What follows belongs to an exercise in optimizing a design on an open flow for small area; a production flow would make more cautious choices.
At most, simulation tests tie the RTL to the original design; equivalence was not proved.
For run 1, only the layout was checked, not whether the RTL still works.

**design/flow/config.mk**
```make
export PLATFORM = sky130hd
export DESIGN_NAME = dwt_pe
export DESIGN_NICKNAME = dwt_pe
export VERILOG_FILES = /design/flow/design.v
export SDC_FILE = /design/flow/constraint.sdc
export NUM_CORES = 4
export LEC_CHECK = 0
export ABC_AREA = 1
export CAP_MARGIN = 20
export CORE_MARGIN = 2
export CORE_UTILIZATION = 40
export PLACE_DENSITY = 0.6
export SLEW_MARGIN = 20
```
**design/flow/constraint.sdc**
```tcl
create_clock -name core_clock -period 10.0 [get_ports {clk}]
set_input_delay 2.0000 -clock core_clock [delete_from_list [all_inputs] [get_ports {clk}]]
set_output_delay 2.0000 -clock core_clock [all_outputs]
set_load 0.01 [all_outputs]
```
**design/flow/design.v**
```verilog
module dwt_mul_booth (
    input  [23:0] a,
    input  [23:0] b,
    input         hi,
    input  [23:0] c,
    output [35:0] s
);
    wire [12:0] w = hi ? b[23:11] : {b[11:0], 1'b0};
    wire [5:0] neg, one, two;
    wire [24:0] q0, q1, q2, q3, q4, q5;
    wire [24:0] ax = {1'b0, a};
    wire [24:0] a2 = {a, 1'b0};
    assign neg[0] = w[2];
    assign one[0] = w[1] ^ w[0];
    assign two[0] = (w[2] & ~w[1] & ~w[0]) | (~w[2] & w[1] & w[0]);
    assign q0 = ((ax & {25{one[0]}}) | (a2 & {25{two[0]}})) ^ {25{neg[0]}};
    assign neg[1] = w[4];
    assign one[1] = w[3] ^ w[2];
    assign two[1] = (w[4] & ~w[3] & ~w[2]) | (~w[4] & w[3] & w[2]);
    assign q1 = ((ax & {25{one[1]}}) | (a2 & {25{two[1]}})) ^ {25{neg[1]}};
    assign neg[2] = w[6];
    assign one[2] = w[5] ^ w[4];
    assign two[2] = (w[6] & ~w[5] & ~w[4]) | (~w[6] & w[5] & w[4]);
    assign q2 = ((ax & {25{one[2]}}) | (a2 & {25{two[2]}})) ^ {25{neg[2]}};
    assign neg[3] = w[8];
    assign one[3] = w[7] ^ w[6];
    assign two[3] = (w[8] & ~w[7] & ~w[6]) | (~w[8] & w[7] & w[6]);
    assign q3 = ((ax & {25{one[3]}}) | (a2 & {25{two[3]}})) ^ {25{neg[3]}};
    assign neg[4] = w[10];
    assign one[4] = w[9] ^ w[8];
    assign two[4] = (w[10] & ~w[9] & ~w[8]) | (~w[10] & w[9] & w[8]);
    assign q4 = ((ax & {25{one[4]}}) | (a2 & {25{two[4]}})) ^ {25{neg[4]}};
    assign neg[5] = w[12];
    assign one[5] = w[11] ^ w[10];
    assign two[5] = (w[12] & ~w[11] & ~w[10]) | (~w[12] & w[11] & w[10]);
    assign q5 = ((ax & {25{one[5]}}) | (a2 & {25{two[5]}})) ^ {25{neg[5]}};
    wire [23:0] r6 = a & {24{hi & b[23]}};
    wire [22:0] cg = c[22:0] & {23{hi}};
    wire cg23n = ~(hi & c[23]);
    wire t1;
    wire t2;
    wire t3;
    wire t4;
    wire t5;
    wire t6;
    wire t7;
    wire s8;
    wire k9;
    wire s10;
    wire k11;
    wire s12;
    wire k13;
    wire s14;
    wire k15;
    wire s16;
    wire k17;
    wire s18;
    wire k19;
    wire s20;
    wire k21;
    wire s22;
    wire k23;
    wire s24;
    wire k25;
    wire s26;
    wire k27;
    wire s28;
    wire k29;
    wire s30;
    wire k31;
    wire s32;
    wire k33;
    wire s34;
    wire k35;
    wire s36;
    wire k37;
    wire s38;
    wire k39;
    wire s40;
    wire k41;
    wire s42;
    wire k43;
    wire s44;
    wire k45;
    wire s46;
    wire k47;
    wire s48;
    wire k49;
    wire s50;
    wire k51;
    wire s52;
    wire k53;
    wire s54;
    wire k55;
    wire s56;
    wire k57;
    wire s58;
    wire k59;
    wire s60;
    wire k61;
    wire s62;
    wire k63;
    wire s64;
    wire k65;
    wire s66;
    wire k67;
    wire s68;
    wire k69;
    wire s70;
    wire k71;
    wire s72;
    wire k73;
    wire s74;
    wire k75;
    wire s76;
    wire k77;
    wire s78;
    wire k79;
    wire s80;
    wire k81;
    wire s82;
    wire k83;
    wire s84;
    wire k85;
    wire s86;
    wire k87;
    wire s88;
    wire k89;
    wire s90;
    wire k91;
    wire s92;
    wire k93;
    wire s94;
    wire k95;
    wire s96;
    wire k97;
    wire s98;
    wire k99;
    wire s100;
    wire k101;
    wire s102;
    wire k103;
    wire s104;
    wire k105;
    wire s106;
    wire k107;
    wire s108;
    wire k109;
    wire s110;
    wire k111;
    wire s112;
    wire k113;
    wire s114;
    wire k115;
    wire s116;
    wire k117;
    wire s118;
    wire k119;
    wire s120;
    wire k121;
    wire s122;
    wire k123;
    wire s124;
    wire k125;
    wire s126;
    wire k127;
    wire s128;
    wire k129;
    wire s130;
    wire k131;
    wire s132;
    wire k133;
    wire s134;
    wire k135;
    wire s136;
    wire k137;
    wire s138;
    wire k139;
    wire s140;
    wire k141;
    wire s142;
    wire k143;
    wire s144;
    wire k145;
    wire s146;
    wire k147;
    wire s148;
    wire k149;
    wire s150;
    wire k151;
    wire s152;
    wire k153;
    wire s154;
    wire k155;
    wire s156;
    wire k157;
    wire s158;
    wire k159;
    wire s160;
    wire k161;
    wire s162;
    wire k163;
    wire s164;
    wire k165;
    wire s166;
    wire k167;
    wire s168;
    wire k169;
    wire s170;
    wire k171;
    wire s172;
    wire k173;
    wire s174;
    wire k175;
    wire s176;
    wire k177;
    wire s178;
    wire k179;
    wire s180;
    wire k181;
    wire s182;
    wire k183;
    wire s184;
    wire k185;
    wire s186;
    wire k187;
    wire s188;
    wire k189;
    wire s190;
    wire k191;
    wire s192;
    wire k193;
    wire s194;
    wire k195;
    wire s196;
    wire k197;
    wire s198;
    wire k199;
    wire s200;
    wire k201;
    wire s202;
    wire k203;
    wire s204;
    wire k205;
    wire s206;
    wire k207;
    wire s208;
    wire k209;
    wire s210;
    wire k211;
    wire s212;
    wire k213;
    wire s214;
    wire k215;
    wire s216;
    wire k217;
    wire s218;
    wire k219;
    wire s220;
    wire k221;
    wire s222;
    wire k223;
    wire s224;
    wire k225;
    wire s226;
    wire k227;
    wire s228;
    wire k229;
    wire s230;
    wire k231;
    wire s232;
    wire k233;
    wire s234;
    wire k235;
    wire s236;
    wire k237;
    wire s238;
    wire k239;
    wire s240;
    wire k241;
    wire s242;
    wire k243;
    wire s244;
    wire k245;
    wire s246;
    wire k247;
    wire s248;
    wire k249;
    wire s250;
    wire k251;
    wire s252;
    wire k253;
    wire s254;
    wire k255;
    wire s256;
    wire k257;
    wire s258;
    wire k259;
    wire s260;
    wire k261;
    wire s262;
    wire k263;
    wire s264;
    wire k265;
    wire s266;
    wire k267;
    wire s268;
    wire k269;
    wire s270;
    wire k271;
    wire s272;
    wire k273;
    wire s274;
    wire k275;
    wire s276;
    wire k277;
    wire s278;
    wire k279;
    wire s280;
    wire k281;
    wire s282;
    wire k283;
    wire s284;
    wire k285;
    wire s286;
    wire k287;
    wire s288;
    wire k289;
    wire s290;
    wire k291;
    wire s292;
    wire k293;
    wire s294;
    wire k295;
    wire s296;
    wire k297;
    wire s298;
    wire k299;
    wire s300;
    wire k301;
    wire s302;
    wire k303;
    wire s304;
    wire k305;
    wire s306;
    wire k307;
    wire s308;
    wire k309;
    wire s310;
    wire k311;
    wire s312;
    wire k313;
    wire s314;
    wire k315;
    wire s316;
    wire k317;
    wire s318;
    wire k319;
    assign t1 = ~(q0[23]);
    assign t2 = ~(q0[24]);
    assign t3 = ~(q1[24]);
    assign t4 = ~(q2[24]);
    assign t5 = ~(q3[24]);
    assign t6 = ~(q4[24]);
    assign t7 = ~(q5[24]);
    assign s8 = q0[8] ^ q1[6];
    assign k9 = q0[8] & q1[6];
    assign s10 = q0[9] ^ q1[7];
    assign k11 = q0[9] & q1[7];
    assign s12 = q0[10] ^ q1[8] ^ q2[6];
    assign k13 = (q0[10] & q1[8]) | (q0[10] & q2[6]) | (q1[8] & q2[6]);
    assign s14 = q3[4] ^ q4[2];
    assign k15 = q3[4] & q4[2];
    assign s16 = q0[11] ^ q1[9] ^ q2[7];
    assign k17 = (q0[11] & q1[9]) | (q0[11] & q2[7]) | (q1[9] & q2[7]);
    assign s18 = q3[5] ^ q4[3];
    assign k19 = q3[5] & q4[3];
    assign s20 = q0[12] ^ q1[10] ^ q2[8];
    assign k21 = (q0[12] & q1[10]) | (q0[12] & q2[8]) | (q1[10] & q2[8]);
    assign s22 = q3[6] ^ q4[4] ^ q5[2];
    assign k23 = (q3[6] & q4[4]) | (q3[6] & q5[2]) | (q4[4] & q5[2]);
    assign s24 = q0[13] ^ q1[11] ^ q2[9];
    assign k25 = (q0[13] & q1[11]) | (q0[13] & q2[9]) | (q1[11] & q2[9]);
    assign s26 = q3[7] ^ q4[5] ^ q5[3];
    assign k27 = (q3[7] & q4[5]) | (q3[7] & q5[3]) | (q4[5] & q5[3]);
    assign s28 = q0[14] ^ q1[12] ^ q2[10];
    assign k29 = (q0[14] & q1[12]) | (q0[14] & q2[10]) | (q1[12] & q2[10]);
    assign s30 = q3[8] ^ q4[6] ^ q5[4];
    assign k31 = (q3[8] & q4[6]) | (q3[8] & q5[4]) | (q4[6] & q5[4]);
    assign s32 = q0[15] ^ q1[13] ^ q2[11];
    assign k33 = (q0[15] & q1[13]) | (q0[15] & q2[11]) | (q1[13] & q2[11]);
    assign s34 = q3[9] ^ q4[7] ^ q5[5];
    assign k35 = (q3[9] & q4[7]) | (q3[9] & q5[5]) | (q4[7] & q5[5]);
    assign s36 = q0[16] ^ q1[14] ^ q2[12];
    assign k37 = (q0[16] & q1[14]) | (q0[16] & q2[12]) | (q1[14] & q2[12]);
    assign s38 = q3[10] ^ q4[8] ^ q5[6];
    assign k39 = (q3[10] & q4[8]) | (q3[10] & q5[6]) | (q4[8] & q5[6]);
    assign s40 = q0[17] ^ q1[15] ^ q2[13];
    assign k41 = (q0[17] & q1[15]) | (q0[17] & q2[13]) | (q1[15] & q2[13]);
    assign s42 = q3[11] ^ q4[9] ^ q5[7];
    assign k43 = (q3[11] & q4[9]) | (q3[11] & q5[7]) | (q4[9] & q5[7]);
    assign s44 = q0[18] ^ q1[16] ^ q2[14];
    assign k45 = (q0[18] & q1[16]) | (q0[18] & q2[14]) | (q1[16] & q2[14]);
    assign s46 = q3[12] ^ q4[10] ^ q5[8];
    assign k47 = (q3[12] & q4[10]) | (q3[12] & q5[8]) | (q4[10] & q5[8]);
    assign s48 = q0[19] ^ q1[17] ^ q2[15];
    assign k49 = (q0[19] & q1[17]) | (q0[19] & q2[15]) | (q1[17] & q2[15]);
    assign s50 = q3[13] ^ q4[11] ^ q5[9];
    assign k51 = (q3[13] & q4[11]) | (q3[13] & q5[9]) | (q4[11] & q5[9]);
    assign s52 = q0[20] ^ q1[18] ^ q2[16];
    assign k53 = (q0[20] & q1[18]) | (q0[20] & q2[16]) | (q1[18] & q2[16]);
    assign s54 = q3[14] ^ q4[12] ^ q5[10];
    assign k55 = (q3[14] & q4[12]) | (q3[14] & q5[10]) | (q4[12] & q5[10]);
    assign s56 = q0[21] ^ q1[19] ^ q2[17];
    assign k57 = (q0[21] & q1[19]) | (q0[21] & q2[17]) | (q1[19] & q2[17]);
    assign s58 = q3[15] ^ q4[13] ^ q5[11];
    assign k59 = (q3[15] & q4[13]) | (q3[15] & q5[11]) | (q4[13] & q5[11]);
    assign s60 = q0[22] ^ q1[20] ^ q2[18];
    assign k61 = (q0[22] & q1[20]) | (q0[22] & q2[18]) | (q1[20] & q2[18]);
    assign s62 = q3[16] ^ q4[14] ^ q5[12];
    assign k63 = (q3[16] & q4[14]) | (q3[16] & q5[12]) | (q4[14] & q5[12]);
    assign s64 = q1[21] ^ q2[19] ^ q3[17];
    assign k65 = (q1[21] & q2[19]) | (q1[21] & q3[17]) | (q2[19] & q3[17]);
    assign s66 = q4[15] ^ q5[13] ^ r6[11];
    assign k67 = (q4[15] & q5[13]) | (q4[15] & r6[11]) | (q5[13] & r6[11]);
    assign s68 = q1[22] ^ q2[20] ^ q3[18];
    assign k69 = (q1[22] & q2[20]) | (q1[22] & q3[18]) | (q2[20] & q3[18]);
    assign s70 = q4[16] ^ q5[14] ^ r6[12];
    assign k71 = (q4[16] & q5[14]) | (q4[16] & r6[12]) | (q5[14] & r6[12]);
    assign s72 = (~neg[0]) ^ q1[23] ^ q2[21];
    assign k73 = ((~neg[0]) & q1[23]) | ((~neg[0]) & q2[21]) | (q1[23] & q2[21]);
    assign s74 = q3[19] ^ q4[17] ^ q5[15];
    assign k75 = (q3[19] & q4[17]) | (q3[19] & q5[15]) | (q4[17] & q5[15]);
    assign s76 = q2[22] ^ q3[20] ^ q4[18];
    assign k77 = (q2[22] & q3[20]) | (q2[22] & q4[18]) | (q3[20] & q4[18]);
    assign s78 = (~neg[1]) ^ q2[23] ^ q3[21];
    assign k79 = ((~neg[1]) & q2[23]) | ((~neg[1]) & q3[21]) | (q2[23] & q3[21]);
    assign s80 = q0[4] ^ q1[2];
    assign k81 = q0[4] & q1[2];
    assign s82 = q0[5] ^ q1[3];
    assign k83 = q0[5] & q1[3];
    assign s84 = q0[6] ^ q1[4] ^ q2[2];
    assign k85 = (q0[6] & q1[4]) | (q0[6] & q2[2]) | (q1[4] & q2[2]);
    assign s86 = q3[0] ^ neg[3];
    assign k87 = q3[0] & neg[3];
    assign s88 = q0[7] ^ q1[5] ^ q2[3];
    assign k89 = (q0[7] & q1[5]) | (q0[7] & q2[3]) | (q1[5] & q2[3]);
    assign s90 = q3[1] ^ cg[7];
    assign k91 = q3[1] & cg[7];
    assign s92 = q2[4] ^ q3[2] ^ q4[0];
    assign k93 = (q2[4] & q3[2]) | (q2[4] & q4[0]) | (q3[2] & q4[0]);
    assign s94 = neg[4] ^ cg[8] ^ s8;
    assign k95 = (neg[4] & cg[8]) | (neg[4] & s8) | (cg[8] & s8);
    assign s96 = q2[5] ^ q3[3] ^ q4[1];
    assign k97 = (q2[5] & q3[3]) | (q2[5] & q4[1]) | (q3[3] & q4[1]);
    assign s98 = cg[9] ^ k9 ^ s10;
    assign k99 = (cg[9] & k9) | (cg[9] & s10) | (k9 & s10);
    assign s100 = q5[0] ^ neg[5] ^ cg[10];
    assign k101 = (q5[0] & neg[5]) | (q5[0] & cg[10]) | (neg[5] & cg[10]);
    assign s102 = k11 ^ s12 ^ s14;
    assign k103 = (k11 & s12) | (k11 & s14) | (s12 & s14);
    assign s104 = q5[1] ^ cg[11] ^ k13;
    assign k105 = (q5[1] & cg[11]) | (q5[1] & k13) | (cg[11] & k13);
    assign s106 = k15 ^ s16 ^ s18;
    assign k107 = (k15 & s16) | (k15 & s18) | (s16 & s18);
    assign s108 = r6[0] ^ cg[12] ^ k17;
    assign k109 = (r6[0] & cg[12]) | (r6[0] & k17) | (cg[12] & k17);
    assign s110 = k19 ^ s20 ^ s22;
    assign k111 = (k19 & s20) | (k19 & s22) | (s20 & s22);
    assign s112 = r6[1] ^ cg[13] ^ k21;
    assign k113 = (r6[1] & cg[13]) | (r6[1] & k21) | (cg[13] & k21);
    assign s114 = k23 ^ s24 ^ s26;
    assign k115 = (k23 & s24) | (k23 & s26) | (s24 & s26);
    assign s116 = r6[2] ^ cg[14] ^ k25;
    assign k117 = (r6[2] & cg[14]) | (r6[2] & k25) | (cg[14] & k25);
    assign s118 = k27 ^ s28 ^ s30;
    assign k119 = (k27 & s28) | (k27 & s30) | (s28 & s30);
    assign s120 = r6[3] ^ cg[15] ^ k29;
    assign k121 = (r6[3] & cg[15]) | (r6[3] & k29) | (cg[15] & k29);
    assign s122 = k31 ^ s32 ^ s34;
    assign k123 = (k31 & s32) | (k31 & s34) | (s32 & s34);
    assign s124 = r6[4] ^ cg[16] ^ k33;
    assign k125 = (r6[4] & cg[16]) | (r6[4] & k33) | (cg[16] & k33);
    assign s126 = k35 ^ s36 ^ s38;
    assign k127 = (k35 & s36) | (k35 & s38) | (s36 & s38);
    assign s128 = r6[5] ^ cg[17] ^ k37;
    assign k129 = (r6[5] & cg[17]) | (r6[5] & k37) | (cg[17] & k37);
    assign s130 = k39 ^ s40 ^ s42;
    assign k131 = (k39 & s40) | (k39 & s42) | (s40 & s42);
    assign s132 = r6[6] ^ cg[18] ^ k41;
    assign k133 = (r6[6] & cg[18]) | (r6[6] & k41) | (cg[18] & k41);
    assign s134 = k43 ^ s44 ^ s46;
    assign k135 = (k43 & s44) | (k43 & s46) | (s44 & s46);
    assign s136 = r6[7] ^ cg[19] ^ k45;
    assign k137 = (r6[7] & cg[19]) | (r6[7] & k45) | (cg[19] & k45);
    assign s138 = k47 ^ s48 ^ s50;
    assign k139 = (k47 & s48) | (k47 & s50) | (s48 & s50);
    assign s140 = r6[8] ^ cg[20] ^ k49;
    assign k141 = (r6[8] & cg[20]) | (r6[8] & k49) | (cg[20] & k49);
    assign s142 = k51 ^ s52 ^ s54;
    assign k143 = (k51 & s52) | (k51 & s54) | (s52 & s54);
    assign s144 = r6[9] ^ cg[21] ^ k53;
    assign k145 = (r6[9] & cg[21]) | (r6[9] & k53) | (cg[21] & k53);
    assign s146 = k55 ^ s56 ^ s58;
    assign k147 = (k55 & s56) | (k55 & s58) | (s56 & s58);
    assign s148 = r6[10] ^ cg[22] ^ k57;
    assign k149 = (r6[10] & cg[22]) | (r6[10] & k57) | (cg[22] & k57);
    assign s150 = k59 ^ s60 ^ s62;
    assign k151 = (k59 & s60) | (k59 & s62) | (s60 & s62);
    assign s152 = cg23n ^ t1 ^ k61;
    assign k153 = (cg23n & t1) | (cg23n & k61) | (t1 & k61);
    assign s154 = k63 ^ s64 ^ s66;
    assign k155 = (k63 & s64) | (k63 & s66) | (s64 & s66);
    assign s156 = q0[23] ^ t2 ^ k65;
    assign k157 = (q0[23] & t2) | (q0[23] & k65) | (t2 & k65);
    assign s158 = k67 ^ s68 ^ s70;
    assign k159 = (k67 & s68) | (k67 & s70) | (s68 & s70);
    assign s160 = r6[13] ^ q0[24] ^ k69;
    assign k161 = (r6[13] & q0[24]) | (r6[13] & k69) | (q0[24] & k69);
    assign s162 = k71 ^ s72 ^ s74;
    assign k163 = (k71 & s72) | (k71 & s74) | (s72 & s74);
    assign s164 = q5[16] ^ r6[14] ^ t3;
    assign k165 = (q5[16] & r6[14]) | (q5[16] & t3) | (r6[14] & t3);
    assign s166 = k73 ^ k75 ^ s76;
    assign k167 = (k73 & k75) | (k73 & s76) | (k75 & s76);
    assign s168 = q4[19] ^ q5[17] ^ r6[15];
    assign k169 = (q4[19] & q5[17]) | (q4[19] & r6[15]) | (q5[17] & r6[15]);
    assign s170 = q1[24] ^ k77 ^ s78;
    assign k171 = (q1[24] & k77) | (q1[24] & s78) | (k77 & s78);
    assign s172 = q3[22] ^ q4[20] ^ q5[18];
    assign k173 = (q3[22] & q4[20]) | (q3[22] & q5[18]) | (q4[20] & q5[18]);
    assign s174 = r6[16] ^ t4 ^ k79;
    assign k175 = (r6[16] & t4) | (r6[16] & k79) | (t4 & k79);
    assign s176 = (~neg[2]) ^ q3[23] ^ q4[21];
    assign k177 = ((~neg[2]) & q3[23]) | ((~neg[2]) & q4[21]) | (q3[23] & q4[21]);
    assign s178 = q5[19] ^ r6[17] ^ q2[24];
    assign k179 = (q5[19] & r6[17]) | (q5[19] & q2[24]) | (r6[17] & q2[24]);
    assign s180 = q4[22] ^ q5[20] ^ r6[18];
    assign k181 = (q4[22] & q5[20]) | (q4[22] & r6[18]) | (q5[20] & r6[18]);
    assign s182 = (~neg[3]) ^ q4[23] ^ q5[21];
    assign k183 = ((~neg[3]) & q4[23]) | ((~neg[3]) & q5[21]) | (q4[23] & q5[21]);
    assign s184 = q0[2] ^ q1[0];
    assign k185 = q0[2] & q1[0];
    assign s186 = q0[3] ^ q1[1];
    assign k187 = q0[3] & q1[1];
    assign s188 = q2[0] ^ neg[2] ^ cg[4];
    assign k189 = (q2[0] & neg[2]) | (q2[0] & cg[4]) | (neg[2] & cg[4]);
    assign s190 = q2[1] ^ cg[5] ^ k81;
    assign k191 = (q2[1] & cg[5]) | (q2[1] & k81) | (cg[5] & k81);
    assign s192 = cg[6] ^ k83 ^ s84;
    assign k193 = (cg[6] & k83) | (cg[6] & s84) | (k83 & s84);
    assign s194 = k85 ^ k87 ^ s88;
    assign k195 = (k85 & k87) | (k85 & s88) | (k87 & s88);
    assign s196 = k89 ^ k91 ^ s92;
    assign k197 = (k89 & k91) | (k89 & s92) | (k91 & s92);
    assign s198 = k93 ^ k95 ^ s96;
    assign k199 = (k93 & k95) | (k93 & s96) | (k95 & s96);
    assign s200 = k97 ^ k99 ^ s100;
    assign k201 = (k97 & k99) | (k97 & s100) | (k99 & s100);
    assign s202 = k101 ^ k103 ^ s104;
    assign k203 = (k101 & k103) | (k101 & s104) | (k103 & s104);
    assign s204 = k105 ^ k107 ^ s108;
    assign k205 = (k105 & k107) | (k105 & s108) | (k107 & s108);
    assign s206 = k109 ^ k111 ^ s112;
    assign k207 = (k109 & k111) | (k109 & s112) | (k111 & s112);
    assign s208 = k113 ^ k115 ^ s116;
    assign k209 = (k113 & k115) | (k113 & s116) | (k115 & s116);
    assign s210 = k117 ^ k119 ^ s120;
    assign k211 = (k117 & k119) | (k117 & s120) | (k119 & s120);
    assign s212 = k121 ^ k123 ^ s124;
    assign k213 = (k121 & k123) | (k121 & s124) | (k123 & s124);
    assign s214 = k125 ^ k127 ^ s128;
    assign k215 = (k125 & k127) | (k125 & s128) | (k127 & s128);
    assign s216 = k129 ^ k131 ^ s132;
    assign k217 = (k129 & k131) | (k129 & s132) | (k131 & s132);
    assign s218 = k133 ^ k135 ^ s136;
    assign k219 = (k133 & k135) | (k133 & s136) | (k135 & s136);
    assign s220 = k137 ^ k139 ^ s140;
    assign k221 = (k137 & k139) | (k137 & s140) | (k139 & s140);
    assign s222 = k141 ^ k143 ^ s144;
    assign k223 = (k141 & k143) | (k141 & s144) | (k143 & s144);
    assign s224 = k145 ^ k147 ^ s148;
    assign k225 = (k145 & k147) | (k145 & s148) | (k147 & s148);
    assign s226 = k149 ^ k151 ^ s152;
    assign k227 = (k149 & k151) | (k149 & s152) | (k151 & s152);
    assign s228 = k153 ^ k155 ^ s156;
    assign k229 = (k153 & k155) | (k153 & s156) | (k155 & s156);
    assign s230 = k157 ^ k159 ^ s160;
    assign k231 = (k157 & k159) | (k157 & s160) | (k159 & s160);
    assign s232 = k161 ^ k163 ^ s164;
    assign k233 = (k161 & k163) | (k161 & s164) | (k163 & s164);
    assign s234 = k165 ^ k167 ^ s168;
    assign k235 = (k165 & k167) | (k165 & s168) | (k167 & s168);
    assign s236 = k169 ^ k171 ^ s172;
    assign k237 = (k169 & k171) | (k169 & s172) | (k171 & s172);
    assign s238 = k173 ^ k175 ^ s176;
    assign k239 = (k173 & k175) | (k173 & s176) | (k175 & s176);
    assign s240 = t5 ^ k177 ^ k179;
    assign k241 = (t5 & k177) | (t5 & k179) | (k177 & k179);
    assign s242 = r6[19] ^ q3[24] ^ k181;
    assign k243 = (r6[19] & q3[24]) | (r6[19] & k181) | (q3[24] & k181);
    assign s244 = q5[22] ^ r6[20] ^ t6;
    assign k245 = (q5[22] & r6[20]) | (q5[22] & t6) | (r6[20] & t6);
    assign s246 = (~neg[4]) ^ q5[23] ^ r6[21];
    assign k247 = ((~neg[4]) & q5[23]) | ((~neg[4]) & r6[21]) | (q5[23] & r6[21]);
    assign s248 = q0[0] ^ neg[0];
    assign k249 = q0[0] & neg[0];
    assign s250 = q0[1] ^ cg[1];
    assign k251 = q0[1] & cg[1];
    assign s252 = neg[1] ^ cg[2] ^ s184;
    assign k253 = (neg[1] & cg[2]) | (neg[1] & s184) | (cg[2] & s184);
    assign s254 = cg[3] ^ k185 ^ s186;
    assign k255 = (cg[3] & k185) | (cg[3] & s186) | (k185 & s186);
    assign s256 = s80 ^ k187 ^ s188;
    assign k257 = (s80 & k187) | (s80 & s188) | (k187 & s188);
    assign s258 = s82 ^ k189 ^ s190;
    assign k259 = (s82 & k189) | (s82 & s190) | (k189 & s190);
    assign s260 = s86 ^ k191 ^ s192;
    assign k261 = (s86 & k191) | (s86 & s192) | (k191 & s192);
    assign s262 = s90 ^ k193 ^ s194;
    assign k263 = (s90 & k193) | (s90 & s194) | (k193 & s194);
    assign s264 = s94 ^ k195 ^ s196;
    assign k265 = (s94 & k195) | (s94 & s196) | (k195 & s196);
    assign s266 = s98 ^ k197 ^ s198;
    assign k267 = (s98 & k197) | (s98 & s198) | (k197 & s198);
    assign s268 = s102 ^ k199 ^ s200;
    assign k269 = (s102 & k199) | (s102 & s200) | (k199 & s200);
    assign s270 = s106 ^ k201 ^ s202;
    assign k271 = (s106 & k201) | (s106 & s202) | (k201 & s202);
    assign s272 = s110 ^ k203 ^ s204;
    assign k273 = (s110 & k203) | (s110 & s204) | (k203 & s204);
    assign s274 = s114 ^ k205 ^ s206;
    assign k275 = (s114 & k205) | (s114 & s206) | (k205 & s206);
    assign s276 = s118 ^ k207 ^ s208;
    assign k277 = (s118 & k207) | (s118 & s208) | (k207 & s208);
    assign s278 = s122 ^ k209 ^ s210;
    assign k279 = (s122 & k209) | (s122 & s210) | (k209 & s210);
    assign s280 = s126 ^ k211 ^ s212;
    assign k281 = (s126 & k211) | (s126 & s212) | (k211 & s212);
    assign s282 = s130 ^ k213 ^ s214;
    assign k283 = (s130 & k213) | (s130 & s214) | (k213 & s214);
    assign s284 = s134 ^ k215 ^ s216;
    assign k285 = (s134 & k215) | (s134 & s216) | (k215 & s216);
    assign s286 = s138 ^ k217 ^ s218;
    assign k287 = (s138 & k217) | (s138 & s218) | (k217 & s218);
    assign s288 = s142 ^ k219 ^ s220;
    assign k289 = (s142 & k219) | (s142 & s220) | (k219 & s220);
    assign s290 = s146 ^ k221 ^ s222;
    assign k291 = (s146 & k221) | (s146 & s222) | (k221 & s222);
    assign s292 = s150 ^ k223 ^ s224;
    assign k293 = (s150 & k223) | (s150 & s224) | (k223 & s224);
    assign s294 = s154 ^ k225 ^ s226;
    assign k295 = (s154 & k225) | (s154 & s226) | (k225 & s226);
    assign s296 = s158 ^ k227 ^ s228;
    assign k297 = (s158 & k227) | (s158 & s228) | (k227 & s228);
    assign s298 = s162 ^ k229 ^ s230;
    assign k299 = (s162 & k229) | (s162 & s230) | (k229 & s230);
    assign s300 = s166 ^ k231 ^ s232;
    assign k301 = (s166 & k231) | (s166 & s232) | (k231 & s232);
    assign s302 = s170 ^ k233 ^ s234;
    assign k303 = (s170 & k233) | (s170 & s234) | (k233 & s234);
    assign s304 = s174 ^ k235 ^ s236;
    assign k305 = (s174 & k235) | (s174 & s236) | (k235 & s236);
    assign s306 = s178 ^ k237 ^ s238;
    assign k307 = (s178 & k237) | (s178 & s238) | (k237 & s238);
    assign s308 = s180 ^ k239 ^ s240;
    assign k309 = (s180 & k239) | (s180 & s240) | (k239 & s240);
    assign s310 = s182 ^ k241 ^ s242;
    assign k311 = (s182 & k241) | (s182 & s242) | (k241 & s242);
    assign s312 = k183 ^ k243 ^ s244;
    assign k313 = (k183 & k243) | (k183 & s244) | (k243 & s244);
    assign s314 = q4[24] ^ k245 ^ s246;
    assign k315 = (q4[24] & k245) | (q4[24] & s246) | (k245 & s246);
    assign s316 = r6[22] ^ t7 ^ k247;
    assign k317 = (r6[22] & t7) | (r6[22] & k247) | (t7 & k247);
    assign s318 = (~neg[5]) ^ r6[23] ^ q5[24];
    assign k319 = ((~neg[5]) & r6[23]) | ((~neg[5]) & q5[24]) | (r6[23] & q5[24]);
    wire [35:0] x = {k317, k315, k313, k311, k309, k307, k305, k303, k301, k299, k297, k295, k293, k291, k289, k287, k285, k283, k281, k279, k277, k275, k273, k271, k269, k267, k265, k263, k261, k259, k257, k255, k253, k251, k249, cg[0]};
    wire [35:0] y = {s318, s316, s314, s312, s310, s308, s306, s304, s302, s300, s298, s296, s294, s292, s290, s288, s286, s284, s282, s280, s278, s276, s274, s272, s270, s268, s266, s264, s262, s260, s258, s256, s254, s252, s250, s248};
    assign s = x + y;
endmodule
module dwt_fadd (
    input  [31:0] x,
    input  [31:0] y,
    output [31:0] z
);
    wire [7:0]  ex = x[30:23];
    wire [7:0]  ey = y[30:23];
    wire        e_lt = ex < ey;
    wire        e_eq = ex == ey;
    wire        m_lt = x[22:0] < y[22:0];
    wire        rev  = e_eq & m_lt;            
    wire        swap = e_lt | rev;             
    wire        exc  = (&ex) | (&ey);
    wire        sub  = x[31] ^ y[31];
    wire [7:0]  dxy  = ex - ey;
    wire [7:0]  dyx  = ey - ex;
    wire [7:0]  d    = e_lt ? dyx : dxy;
    wire [7:0]  ea   = e_lt ? ey : ex;
    wire [23:0] sx   = {|ex, x[22:0]};
    wire [23:0] sy   = {|ey, y[22:0]};
    wire [23:0] sa   = e_lt ? sy : sx;
    wire [23:0] sb   = e_lt ? sx : sy;
    wire [23:0] sbs  = sb >> d;
    wire [24:0] S = {1'b0, sa ^ {24{sub & rev}}} + {1'b0, sbs ^ {24{sub & ~rev}}} + {24'd0, sub};
    wire        sbz = rev ? ~(|sa) : ~(|sbs);
    wire [24:0] T = {S[24] & ~sub, S[23:0]};
    reg  [4:0]  sh;
    integer i;
    always @* begin
        sh = 5'd25;
        for (i = 0; i < 24; i = i + 1)
            if (S[i]) sh = 5'd24 - i[4:0];
        if (sbz) sh = 5'd1;
        if (~sub) sh = {4'd0, ~S[24]};
    end
    wire [24:0] N = T << sh;
    wire [7:0]  en = ea + 8'd1 - {3'd0, sh};
    assign z = exc ? 32'd0 : {swap ? y[31] : x[31], en, N[23:1]};
endmodule
module dwt_pe #(parameter DATA_WIDTH = 32)
(
    input clk,
    input rst,
    input[DATA_WIDTH-1:0] transform1,
    input[DATA_WIDTH-1:0] transform2,
    input[DATA_WIDTH-1:0] transform3,
    input[DATA_WIDTH-1:0] transform4,
    input[DATA_WIDTH-1:0] transform5,
    input[DATA_WIDTH-1:0] transform6,
    input[DATA_WIDTH-1:0] data_in1,
    input[DATA_WIDTH-1:0] data_in2,
    input[DATA_WIDTH-1:0] data_in3,
    input[DATA_WIDTH-1:0] data_in4,
    input[DATA_WIDTH-1:0] data_in5,
    input[DATA_WIDTH-1:0] data_in6,
    output reg [DATA_WIDTH-1:0] data_out
);
    reg [3:0] t;
    wire hi = t[0];
    wire [5:0] ks;
    assign ks[0] = (t[3:1] == 3'd0);
    assign ks[1] = (t[3:1] == 3'd1);
    assign ks[2] = (t[3:1] == 3'd2);
    assign ks[3] = (t[3:1] == 3'd3);
    assign ks[4] = (t[3:1] == 3'd4);
    assign ks[5] = (t[3:1] == 3'd5);
    wire [31:0] ta = (transform1 & {32{ks[0]}}) | (transform2 & {32{ks[1]}}) |
                     (transform3 & {32{ks[2]}}) | (transform4 & {32{ks[3]}}) |
                     (transform5 & {32{ks[4]}}) | (transform6 & {32{ks[5]}});
    wire [31:0] db = (data_in1 & {32{ks[0]}}) | (data_in2 & {32{ks[1]}}) |
                     (data_in3 & {32{ks[2]}}) | (data_in4 & {32{ks[3]}}) |
                     (data_in5 & {32{ks[4]}}) | (data_in6 & {32{ks[5]}});
    reg  [23:0] acc;      
    reg         stk;      
    reg         g1, g0;   
    reg  [8:0]  es;       
    reg         sg, ex;   
    wire [23:0] ma = {|ta[30:23], ta[22:0]};
    wire [23:0] mb = {|db[30:23], db[22:0]};
    wire [35:0] s;
    dwt_mul_booth mul (.a(ma), .b(mb), .hi(hi), .c(acc), .s(s));
    wire [8:0]  esum;
    wire [8:0]  ec;
    assign ec[0] = 1'b0;
    genvar gi;
    generate for (gi = 0; gi < 8; gi = gi + 1) begin : g_es
        assign esum[gi] = ta[23+gi] ^ db[23+gi] ^ ec[gi];
        assign ec[gi+1] = (ta[23+gi] & db[23+gi]) | (ta[23+gi] & ec[gi]) | (db[23+gi] & ec[gi]);
    end endgenerate
    assign esum[8] = ec[8];
    always @(posedge clk) begin
        acc <= s[35:12];
        stk <= hi ? (stk | (|s[9:0])) : (|s[11:0]);
        g1  <= s[11];
        g0  <= s[10];
        es  <= esum;
        sg  <= ta[31] ^ db[31];
        ex  <= (&ta[30:23]) | (&db[30:23]);
    end
    wire        norm  = acc[23];
    wire [22:0] mraw  = norm ? acc[22:0] : {acc[21:0], g1};
    wire        rnd   = (norm ? g1 : g0) & (stk | (norm & g0));
    wire [22:0] mant;
    wire [23:0] ic;
    assign ic[0] = rnd;
    generate for (gi = 0; gi < 23; gi = gi + 1) begin : g_inc
        assign mant[gi] = mraw[gi] ^ ic[gi];
        assign ic[gi+1] = mraw[gi] & ic[gi];
    end endgenerate
    wire        zero  = rnd ? (&mraw) : ~(|mraw);
    wire [8:0]  expo;
    wire [9:0]  xc;
    assign xc[0] = norm;
    generate for (gi = 0; gi < 9; gi = gi + 1) begin : g_ex
        if (gi == 0 || gi == 7 || gi == 8) begin : g1
            assign expo[gi] = ~(es[gi] ^ xc[gi]);
            assign xc[gi+1] = es[gi] | xc[gi];
        end else begin : g0
            assign expo[gi] = es[gi] ^ xc[gi];
            assign xc[gi+1] = es[gi] & xc[gi];
        end
    end endgenerate
    wire [31:0] prod  = ex   ? 32'd0 :
                        zero ? {sg, 31'd0} :
                        expo[8] ? (expo[7] ? {sg, 31'd0} : {sg, 8'hff, 23'd0}) :
                        {sg, expo[7:0], mant};
    reg  [31:0] U, V, W;
    wire [31:0] sum;
    dwt_fadd add (.x(U), .y(V), .z(sum));
    always @(posedge clk) begin
        if (rst || t == 4'd11) t <= 4'd0;
        else t <= t + 4'd1;
        case (t)
            4'd2, 4'd6, 4'd10: U <= prod;
            4'd9:              U <= W;
            4'd1:              U <= sum;
            default: ;
        endcase
        case (t)
            4'd0, 4'd4, 4'd8:  V <= prod;
            4'd9:              V <= sum;
            4'd1:              V <= W;
            default: ;
        endcase
        if (t == 4'd5 || t == 4'd10) W <= sum;
        if (rst) data_out <= 32'd0;
        else if (t == 4'd2) data_out <= sum;
    end
endmodule
```
**design/flow/flow/run.sh**
```bash
#!/bin/bash
# The standard layout (standard.sh) with three changes:
#  - port buffers are buf_1, the smallest buffer, instead of the resizer's
#    own pick (clkdlybuf4s50_1);
#  - synthesis extracts full adders (extract_fa) before the quick abc pass of
#    yosys's fine step rather than after it, so the explicit full adders of
#    the RTL map to fa_1 cells without inverters between them;
#  - the final technology mapping uses flow/map.abc (one &nf pass with area
#    recovery) in place of ORFS's ABC script.
# The rest of synthesis is synth_recipe.tcl and ORFS's synth.tcl unchanged, so
# the registers (their inference, names and cells) are the standard ones.
set -euo pipefail
W=$PWD
sed -e "s|^source \$::env(SCRIPTS_DIR)/synth_preamble.tcl\$|&\nlset abc_args 1 $W/flow/map.abc|" \
    -e 's|^  synth -top $::env(DESIGN_NAME) -run fine: {\*}$synth_full_args$|  synth -top $::env(DESIGN_NAME) -run fine:check -noabc {*}$synth_full_args\n  extract_fa\n  techmap -map $::env(ADDER_MAP_FILE)\n  techmap\n  opt -fast\n  abc -fast\n  opt -fast\n  synth -top $::env(DESIGN_NAME) -run check: {*}$synth_full_args|' \
    "$FLOW_HOME/scripts/synth.tcl" > "$W/synth_map.tcl"
grep -q "^lset abc_args 1 " "$W/synth_map.tcl"
grep -q "^  extract_fa$" "$W/synth_map.tcl"
sed "s|source \$::env(SCRIPTS_DIR)/synth.tcl|source $W/synth_map.tcl|" \
    "$W/synth_recipe.tcl" > "$W/synth_recipe_map.tcl"
grep -q "synth_map.tcl" "$W/synth_recipe_map.tcl"
sed "s|SYNTH_SCRIPT=[^ ]*|SYNTH_SCRIPT=$W/synth_recipe_map.tcl|" "$W/standard.sh" > "$W/standard_map.sh"
grep -q "synth_recipe_map.tcl" "$W/standard_map.sh"
export BUFFER_PORTS_ARGS="-buffer_cell sky130_fd_sc_hd__buf_1"
bash "$W/standard_map.sh" > "$W/standard.log" 2>&1
```
**design/flow/flow/map.abc**
```
&get -n
&st
&dch
&nf -p -R 20 -F 8
&put
buffer -c
topo
stime -c
upsize -c
dnsize -c
```
**design/flow/standard.sh**
```bash
#!/bin/bash
# synth_recipe.tcl (not shown) runs the flow's synth.tcl, then flattens the netlist and writes it again
# the make line also repeats each setting of config.mk as NAME=value (left out here)
make -C /OpenROAD-flow-scripts/flow DESIGN_CONFIG=/design/flow/config.mk WORK_HOME=/design/flow/orfs CLKGATE_MAP_FILE= SYNTH_SCRIPT=/design/flow/synth_recipe.tcl "${@:-finish}"
```
==> summary.txt, run 1 <==
Critical path
  – Slowest cell on crit path: fa_1
  – Cell repeated most along the worst path: nand2_1
  – CP Class: flop to flop
  – R2R Path End: V[29]
  – WP data arrival: 9.78 ns
  – Critical path endpoint category: flop
  – Worst r2r src: V[23]
  – Worst-path fanout max: 22
  – Req. time, crit path: 10.22 ns
  – CP startpoint kind: flop
  – CP Launch Point: V[23]
  – Critical Path End: V[29]
  – R2R Setup Slk: 0.43 ns
  – R2r worst-path depth: 45
  – Crit path largest cell delay: 0.48 ns

Timing
  – Fmax: 0.105 GHz
  – Fin crit share: 0.957
  – Worst Skew: 0.0175 ns
  – Clock period minus worst slack: 9.57 ns
  – Final setup vio count: 0
  – Normalized max-slew margin: 0.313
  – Hold WS: 0.491 ns
  – Max Slew Vio Count: 0
  – Worst slew pin tran: 1.03 ns
  – Final critical-path setup slack: 0.432 ns
  – Hold Fails Final Rpt: 0

Placement
  – Area post-placement: 25900 µm²
  – RePlAce Congestion: 1.05
  – HPWL after detailed placement: 76.8 mm
  – Post-Place Worst Slack: 0.296 ns
  – Post-Place Cells: 3793
  – Port bufs: 417

CTS
  – CTS Buf Count: 17
  – Hold buffers post-CTS: 0
  – # H-tree levels: 4
  – Clock latency at the later pin of the worst-skew pair: 0.46 ns
  – Clock buffer depth: 2
  – CTS Root Cell: clkbuf_16
  – Clk sink count: 170
  – Clk slew on worst S/H paths: 0.08 ns
  – CTS tree: yes

Final layout
  – Commonest cells after routing, fill and taps aside: 416 x buf_1, 276 x nand2_1, 200 x xnor2_1, 196 x nor2_1, 164 x ha_1
  – Final nets: 3778
  – Final instance area: 26700 µm²
  – Share of layout cells above drive strength 1: 0.0898
  – Synth-to-layout area growth: 16.3%
  – Most common library cell in the layout ignoring fill and taps: buf_1
  – Filler Cells Inserted: 5620
  – Post-Layout Cell Count: 3844

Floorplan
  – Starting Density: 0.406
  – Core Area: 56600 µm²
  – Die width: 244 µm
  – Row cnt: 87
  – IO Count: 418
  – Die H: 244 µm
  – Die area: 59300 µm²

Logic synthesis
  – Synth unique cells: 75
  – Post-Syn Nets: 3386
  – Post-synth top area cell: fa_1
  – Avg Inst Size Synth: 8.57 µm²
  – Synth top area cells: fa_1 14%, edfxtp_1 13%, ha_1 8.9%
  – Cell area after synthesis: 23000 µm²
  – Async SR Flop Fraction: 0
  – Yosys reg bits: 170
  – Post-synth EDFFs: 96
  – Ys flop type: edfxtp_1
  – Sequential area share after synthesis: 0.190
  – Synth Instances: 2680
  – Area share of the largest cell type after synthesis: 0.136
  – YS warnings: 2

Worst hold path
  – Worst min path class: flop to flop

Global routing
  – Total GRT Usage: 0.307
  – Vias in the first global route: 23.0k
  – Gr ovfl total: 0
  – Initial antenna violation count: 8
  – First-pass GRT wire length: 140 mm
  – Pin count of the biggest net entering global routing: 68

Detailed routing
  – Vias: 23.2k
  – DRT Pass-1 Iters: 9
  – WL/cell: 24.5 µm
  – Antenna-violating nets left: 0
  – DR iter-0 viols: 2291
  – Remaining DRCs: 0
  – Via density per instance: 6.05
  – Routed WL: 94.2 mm

Job
  – Max-cap viol count: 0

Status
  – Status: finished clean
## Yosys cell counts, types with 72 or more instances
master / count
a21oi_1: 134
dfxtp_1: 74
clkbuf_1: 138
nor2_1: 201
mux2i_1: 109
nand2_1: 278
o21ai_0: 82
inv_1: 108
edfxtp_1: 96
a222oi_1: 97
nor3_1: 106
fa_1: 156
a22oi_1: 139
o22ai_1: 72
ha_1: 164
xnor2_1: 203
## logic make-up after synthesis
kind of cell | after synthesis | share of synthesized area
and+or+nand+nor | 792 | 0.158
AOI/OAI and AO/OA | 692 | 0.214
adders and majority gates | 320 | 0.225
buffers and inverters | 307 | 0.0530
xor gates and xnor gates | 273 | 0.104
DFF | 170 | 0.190
muxes | 126 | 0.0559
## area by class of cell
type	instances	area, µm²	area share
well taps	756	946	0.0354
flip-flops and latches	170	4370	0.163
repair buffers	568	2780	0.104
multi-input cells	2203	17600	0.658
diodes	3	7.51	0.000281
clock inverters	14	151	0.00567
inverters	112	420	0.0157
clock buffers	18	450	0.0169
## metal layers
layer  global-route usage  vias up  wire length, µm
met3               0.0421      204             6050
met2                0.533     1110            45600
li1                     -    10611                -
met5                    0        -               68
met1                0.372    11307            37400
met4                0.152       10             5110
## stage by stage
| stage | util | setup TNS [ns] |
|---|---|---|
| 3_5_place_dp | 0.457 | 0 |
| 5_1_grt | 0.472 | -0.107 |
| 2_1_floorplan | - | 0 |
| 4_1_cts | 0.467 | 0 |
| 3_3_place_gp | 0.457 | 0 |
| 6_report | 0.472 | 0 |
## state kept, by name, indices dropped and copies added, names as in the netlist
| register | cells |
|---|---|
| t | 4 |
| data_out | 32 |
| g1 | 1 |
| ex | 1 |
| sg | 1 |
| es | 9 |
| g0 | 1 |
| stk | 1 |
| U | 32 |
| W | 32 |
| acc | 24 |
| V | 32 |
## worst max-delay path: cells and delay by family (launching register included)
kind	cells	cell delay, ns
AND/OR/NAND/NOR	14	2.10
buffers and inverters	3	0.42
XOR/XNOR	3	0.60
flip-flops	1	0.47
AO/OA/AOI/OAI	19	3.56
adder cells (fa/ha/maj)	6	2.16
## worst min-delay path by stage
stage | to | cells after the start | slack (ns) | from
2_1_floorplan | stk | 2 | 0.48 | stk
3_3_place_gp | data_out[20] | 2 | 0.48 | data_out[20]
3_5_place_dp | data_out[2] | 2 | 0.48 | data_out[2]
4_1_cts | data_out[2] | 2 | 0.49 | data_out[2]
5_1_grt | data_out[17] | 2 | 0.51 | data_out[17]
6_report | data_out[3] | 2 | 0.49 | data_out[3]
## what timing repair did
item,in CTS,in global routing
endpoints found under the setup margin,0,103
resized for setup,0,31
setup buffers,0,13
==> run 2, diff against run 1 <==
--- a/design/flow/design.v
+++ b/design/flow/design.v
@@ -690,6 +690,5 @@
     wire        e_eq = ex == ey;
     wire        m_lt = x[22:0] < y[22:0];
-    wire        rev  = e_eq & m_lt;            
-    wire        swap = e_lt | rev;             
+    wire        swap = e_lt | (e_eq & m_lt);   
     wire        exc  = (&ex) | (&ey);
     wire        sub  = x[31] ^ y[31];
@@ -698,11 +697,12 @@
     wire [7:0]  d    = e_lt ? dyx : dxy;
     wire [7:0]  ea   = e_lt ? ey : ex;
+    wire [7:0]  ea1  = ea + 8'd1;
     wire [23:0] sx   = {|ex, x[22:0]};
     wire [23:0] sy   = {|ey, y[22:0]};
-    wire [23:0] sa   = e_lt ? sy : sx;
-    wire [23:0] sb   = e_lt ? sx : sy;
+    wire [23:0] sa   = swap ? sy : sx;
+    wire [23:0] sb   = swap ? sx : sy;
     wire [23:0] sbs  = sb >> d;
-    wire [24:0] S = {1'b0, sa ^ {24{sub & rev}}} + {1'b0, sbs ^ {24{sub & ~rev}}} + {24'd0, sub};
-    wire        sbz = rev ? ~(|sa) : ~(|sbs);
+    wire [24:0] S = {1'b0, sa} + {1'b0, sbs ^ {24{sub}}} + {24'd0, sub};
+    wire        sbz = ~(|sbs);
     wire [24:0] T = {S[24] & ~sub, S[23:0]};
     reg  [4:0]  sh;
@@ -716,5 +716,5 @@
     end
     wire [24:0] N = T << sh;
-    wire [7:0]  en = ea + 8'd1 - {3'd0, sh};
+    wire [7:0]  en = ea1 - {3'd0, sh};
     assign z = exc ? 32'd0 : {swap ? y[31] : x[31], en, N[23:1]};
 endmodule
==> design/flow/flow/map.abc (replaced) <==
&get -n
&st
&dch
&nf -p -R 50
&put
buffer -c
topo
stime -c
upsize -c
dnsize -c
==> summary.txt, run 2 <==
Status
  – Status: finished clean

Floorplan
  – Die width: 241 µm
  – Core Area: 55200 µm²
  – IO Count: 418
  – Die area: 57900 µm²
  – Die H: 241 µm
  – Row cnt: 86
  – Starting Density: 0.406

Logic synthesis
  – Sequential area share after synthesis: 0.195
  – Synth top area cells: fa_1 14%, edfxtp_1 13%, ha_1 9.2%
  – Yosys reg bits: 170
  – Avg Inst Size Synth: 8.61 µm²
  – YS warnings: 2
  – Top-count cell post-synth: nand2_1
  – Cell area after synthesis: 22400 µm²
  – Synth Instances: 2603
  – Async SR Flop Fraction: 0
  – Synth cell count leaders: 249 x nand2_1, 208 x nor2_1, 195 x xnor2_1, 167 x a21oi_1, 164 x ha_1
  – Ys flop type: edfxtp_1
  – Synth unique cells: 68
  – Post-synth top area cell: fa_1
  – Post-synth EDFFs: 96
  – Area share of the largest cell type after synthesis: 0.139
  – Post-Syn Nets: 3309

Final layout
  – Final nets: 3698
  – Share of layout cells above drive strength 1: 0.108
  – Synth-to-layout area growth: 17.7%
  – Most common library cell in the layout ignoring fill and taps: buf_1
  – Commonest cells after routing, fill and taps aside: 416 x buf_1, 245 x nand2_1, 201 x nor2_1, 184 x xnor2_1, 163 x a21oi_1
  – Post-Layout Cell Count: 3757

Global routing
  – Vias in the first global route: 21.6k
  – First-pass GRT wire length: 125 mm
  – Pin count of the biggest net entering global routing: 65
  – Initial antenna violation count: 1
  – Gr ovfl total: 0
  – Total GRT Usage: 0.278

CTS
  – # H-tree levels: 4
  – CTS Buf Count: 17
  – CTS tree: yes
  – Hold buffers post-CTS: 0
  – Clk sink count: 170
  – CTS Root Cell: clkbuf_16
  – Clk slew on worst S/H paths: 0.09 ns
  – Clock latency at the later pin of the worst-skew pair: 0.46 ns
  – Clock buffer depth: 2

Critical path
  – Slowest cell on crit path: edfxtp_1
  – Largest delay contributor family on the critical path: compound AO/OA/AOI/OAI gates
  – CP Class: flop to flop
  – Req. time, crit path: 10.20 ns
  – Critical path endpoint category: flop
  – CP startpoint kind: flop
  – WP data arrival: 9.68 ns
  – Crit path largest cell delay: 0.52 ns
  – Worst path buffer plus inverter count: 4
  – Worst-path fanout max: 19

Detailed routing
  – Via density per instance: 5.97
  – Antenna-violating nets left: 0
  – Remaining DRCs: 0
  – DRT Pass-1 Iters: 9
  – Routed WL: 83.0 mm
  – WL/cell: 22.1 µm
  – DR iter-0 viols: 2397
  – Vias: 22.4k

Timing
  – Hold Fails Final Rpt: 0
  – Unrepaired setup endpoints after global routing: yes
  – Hold WS: 0.480 ns
  – Max Slew Vio Count: 0
  – Fin crit share: 0.949
  – Normalized max-slew margin: 0.347
  – Worst slew pin tran: 0.970 ns
  – Fmax: 0.105 GHz
  – Final setup vio count: 0
  – Worst Skew: 0.0208 ns
  – Clock period minus worst slack: 9.49 ns

Placement
  – Port bufs: 417
  – Post-Place Cells: 3671
  – HPWL after detailed placement: 65.6 mm
  – RePlAce Congestion: 0.973

Worst hold path
  – Worst min path class: flop to flop

Job
  – Max-cap viol count: 0
==> run 2: timing repair <==
item,CTS,global route
setup endpoints to repair,0,117
resized for setup,0,70
setup buffers,0,42
==> run 2: metal layers <==
| layer | vias to the layer above | global-route usage | wire length, µm |
|---|---|---|---|
| li1 | 10306 | - | - |
| met1 | 10919 | 0.358 | 34700 |
| met4 | 0 | 0.130 | 4050 |
| met5 | - | 0 | 0 |
| met2 | 1037 | 0.466 | 39400 |
| met3 | 159 | 0.0334 | 4920 |
==> run 2: cells by family (layout without fill, tap and decap cells) <==
group | Yosys count | count (layout) | share of synthesized area
multiplexers | 111 | 111 | 0.0515
XOR/XNOR | 256 | 256 | 0.100
other | 0 | 4 | 0
AO/OA/AOI/OAI | 728 | 732 | 0.221
adder cells (fa/ha/maj) | 320 | 320 | 0.231
AND/OR/NAND/NOR | 717 | 717 | 0.146
flip-flops | 170 | 170 | 0.195
buffers and inverters | 301 | 699 | 0.0556
==> run 2: tightest hold or removal path, stage by stage (launching register included) <==
cell     delay [ns]
dfxtp_1        0.34
a21oi_1        0.07
nand2_1        0.05
==> run 2: worst paths after layout <==
check | start | end | slack (ns) | cells past startpoint
setup reg to reg | V[26] | V[30] | 0.51 | 50
setup / recovery | V[26] | V[30] | 0.51 | 50
hold reg to reg | stk | stk | 0.48 | 2
hold / removal | stk | stk | 0.48 | 2
==> run 2: area by class of cell <==
type                       instances  area, µm²
clock buffer                      17        425
clock inverter                    15        189
inverter                         110        418
fill                            5390      28800
timing repair buffer             557       2740
multi-input combinational       2136      17300
sequential                       170       4370
antenna                            4       10.0
tap                              748        936
==> run 2: per-stage QoR <==
stage                     TNS (ns)  instance area (µm²)   util  worst slack [ns]
final                            0                26400  0.478             0.513
after global placement           0                25000  0.452             0.242
after CTS                        0                25600  0.464            0.0233
after floorplan                  0                22400      -             0.663
after global routing        -0.971                26400  0.478           -0.0769
after detailed placement         0                25000  0.452            0.0539

separate check: timing with driven ports:
The flow's constraints put no driver on any port. The routed layouts listed below were extracted and timed again, unchanged, in two steps.
Step 1 sets driving cells, clkbuf_16 on the clock port and buf_2 on the other inputs (assumed; they add their load-dependent delay and slew).
Step 2 moves the port delays by t, midway between the first and last clock arrival at a register: inputs arrive t later, outputs are due t later. That takes back most of the time a late clock gives input paths.
Three values: ideal ports, drivers, drivers and shift; two values: the first two.
run	t, ns	setup slack, ns	worst slew at a driven data input, ns	pins driven straight from the clock port
run 1	0.510	0.432 / 0.432 / 0.432	0.12	1
run 2	0.502	0.513 / 0.513 / 0.187	0.16	1
After both steps setup and hold are still met in every run listed. The setup slack of run 2, which loses most, moves by 0.000 ns with the drivers and by -0.326 ns with both steps.
